Background: an optimization exercise with open tools, aiming at small area, a short achievable clock period and few clock cycles per item. Do not read the settings as production practice. At most, simulation tests tie the RTL to the original design; equivalence was not proved.

==> module complex_multiplier, before the edit <==
module complex_multiplier
#(
    parameter INTEGER_WIDTH = 3,
    parameter FRACTIONAL_WIDTH = 13
)
(
    input  wire                                          clk,
    input  wire                                          rst_n,
    input  wire                                          input_a_tvalid,
    output wire                                          input_a_tready,
    input  wire [2*(INTEGER_WIDTH+FRACTIONAL_WIDTH)-1:0] input_a_tdata,
    input  wire                                          input_b_tvalid,
    output wire                                          input_b_tready,
    input  wire [2*(INTEGER_WIDTH+FRACTIONAL_WIDTH)-1:0] input_b_tdata,
    output reg                                           output_prod_tvalid,
    input  wire                                          output_prod_tready,
    output wire [2*(INTEGER_WIDTH+FRACTIONAL_WIDTH)-1:0] output_prod_tdata
);
    reg         v0;
    reg  [15:0] ar, ai, br, bi;
    reg  [15:0] rr1, rr2, ri1, ri2;
    wire en1 = ~output_prod_tvalid | output_prod_tready;
    wire en0 = ~v0 | en1;
    assign input_a_tready = en0;
    assign input_b_tready = en0;
    always @(posedge clk) begin
        if (!rst_n) begin
            v0 <= 1'b0;
            output_prod_tvalid <= 1'b0;
        end else begin
            if (en0) v0 <= input_a_tvalid & input_b_tvalid;
            if (en1) output_prod_tvalid <= v0;
        end
    end
    wire [15:0] m_rr1, m_rr2, m_ri1, m_ri2;
    cm_mul mul_rr1 (.x(ar), .y(br), .p(m_rr1));
    cm_mul mul_rr2 (.x(ai), .y(bi), .p(m_rr2));
    cm_mul mul_ri1 (.x(ar), .y(bi), .p(m_ri1));
    cm_mul mul_ri2 (.x(ai), .y(br), .p(m_ri2));
    always @(posedge clk) begin
        if (en0) begin
            ar <= input_a_tdata[15:0];
            ai <= input_a_tdata[31:16];
            br <= input_b_tdata[15:0];
            bi <= input_b_tdata[31:16];
        end
        if (en1) begin
            rr1 <= m_rr1;
            rr2 <= m_rr2;
            ri1 <= m_ri1;
            ri2 <= m_ri2;
        end
    end
    wire [15:0] prod_real = rr1 - rr2;
    wire [15:0] prod_imag = ri1 + ri2;
    assign output_prod_tdata = {prod_imag, prod_real};
endmodule
Settings: LEC_CHECK=0, ABC_CLOCK_PERIOD_IN_PS=4000, CAP_MARGIN=20, CORE_MARGIN=2, CORE_UTILIZATION=40, SETUP_SLACK_MARGIN=5, SLEW_MARGIN=20, SYNTH_HIERARCHICAL=1, SYNTH_MINIMUM_KEEP_SIZE=0; clock period 10.0 ns.
run.sh (not shown) runs the stock make flow with config.mk's settings and CLKGATE_MAP_FILE= SYNTH_SCRIPT=/design/flow/synth_recipe.tcl, a recipe that flattens the netlist after the stock synthesis.
Testbench counts at the start, summed over its fixed seeds: cycles 12,016, items 12,000.
Rerun with:
--- a/flow/design.v
+++ b/flow/design.v
@@ -1157,27 +1157,26 @@
     input  wire                                          output_prod_tready,
     output wire [2*(INTEGER_WIDTH+FRACTIONAL_WIDTH)-1:0] output_prod_tdata
 );
-    reg         v0;
+    reg         v0, v1;
     reg  [15:0] ar, ai, br, bi;
-    reg  [15:0] rr1, rr2, ri1, ri2;
-    wire en1 = ~output_prod_tvalid | output_prod_tready;
+    reg  [15:0] prod_real, prod_imag;
+    wire en2 = ~output_prod_tvalid | output_prod_tready;
+    wire en1 = ~v1 | en2;
     wire en0 = ~v0 | en1;
     assign input_a_tready = en0;
     assign input_b_tready = en0;
+    assign output_prod_tdata = {prod_imag, prod_real};
     always @(posedge clk) begin
         if (!rst_n) begin
             v0 <= 1'b0;
+            v1 <= 1'b0;
             output_prod_tvalid <= 1'b0;
         end else begin
             if (en0) v0 <= input_a_tvalid & input_b_tvalid;
-            if (en1) output_prod_tvalid <= v0;
+            if (en1) v1 <= v0;
+            if (en2) output_prod_tvalid <= v1;
         end
     end
-    wire [15:0] m_rr1, m_rr2, m_ri1, m_ri2;
-    cm_mul mul_rr1 (.x(ar), .y(br), .p(m_rr1));
-    cm_mul mul_rr2 (.x(ai), .y(bi), .p(m_rr2));
-    cm_mul mul_ri1 (.x(ar), .y(bi), .p(m_ri1));
-    cm_mul mul_ri2 (.x(ai), .y(br), .p(m_ri2));
     always @(posedge clk) begin
         if (en0) begin
             ar <= input_a_tdata[15:0];
@@ -1185,14 +1184,23 @@
             br <= input_b_tdata[15:0];
             bi <= input_b_tdata[31:16];
         end
+    end
+    wire [15:0] m_rr1, m_rr2, m_ri1, m_ri2;
+    reg  [15:0] rr1, rr2, ri1, ri2;
+    cm_mul mul_rr1 (.x(ar), .y(br), .p(m_rr1));
+    cm_mul mul_rr2 (.x(ai), .y(bi), .p(m_rr2));
+    cm_mul mul_ri1 (.x(ar), .y(bi), .p(m_ri1));
+    cm_mul mul_ri2 (.x(ai), .y(br), .p(m_ri2));
+    always @(posedge clk) begin
         if (en1) begin
             rr1 <= m_rr1;
             rr2 <= m_rr2;
             ri1 <= m_ri1;
             ri2 <= m_ri2;
         end
+        if (en2) begin
+            prod_real <= rr1 - rr2;
+            prod_imag <= ri1 + ri2;
+        end
     end
-    wire [15:0] prod_real = rr1 - rr2;
-    wire [15:0] prod_imag = ri1 + ri2;
-    assign output_prod_tdata = {prod_imag, prod_real};
 endmodule
Result: Setup slack loses 0.069 ns; design area grows by 3.8%; wire length grows by about 2.5%; synthesized cell count grows by 2.0%; critical path depth stays the same; global-route usage grows by 0.15 points; via count grows by about 3%; first-iteration DRC count shrinks by 7.8%; worst hold slack loses 0.34 ns; area after synthesis grows by about 3.3%.
Only the layout flow was run in the second run of this note; the RTL was not checked for function there.

-- afterwards: timing with drivers on the ports --
How much do the figures lean on ideal ports? The routed layouts below were timed once more, with nothing changed but the port constraints.
Step 1: set_driving_cell puts a clkbuf_16 on clk and a buf_2 on each other input, an assumption about the parent block.
Step 2, shift: input delay + t, output delay - t, t = (earliest + latest rising clock arrival at the registers) / 2. This alone moves slack from input paths to output paths.
Slacks: ideal ports / drivers / drivers and shift; pairs: ideal ports / drivers.
run	t (ns)	setup slack, ns	hold WS [ns]	worst setup path after step 2	worst data-port slew with drivers (ns)
the first run	0.538	4.492 / 4.492 / 4.492	0.909 / 0.909 / 0.909	register to register	0.04
the second run	0.578	4.422 / 4.422 / 4.422	0.573 / 0.573 / 0.573	register to register	0.04
After both steps setup and hold are still met in every run listed.
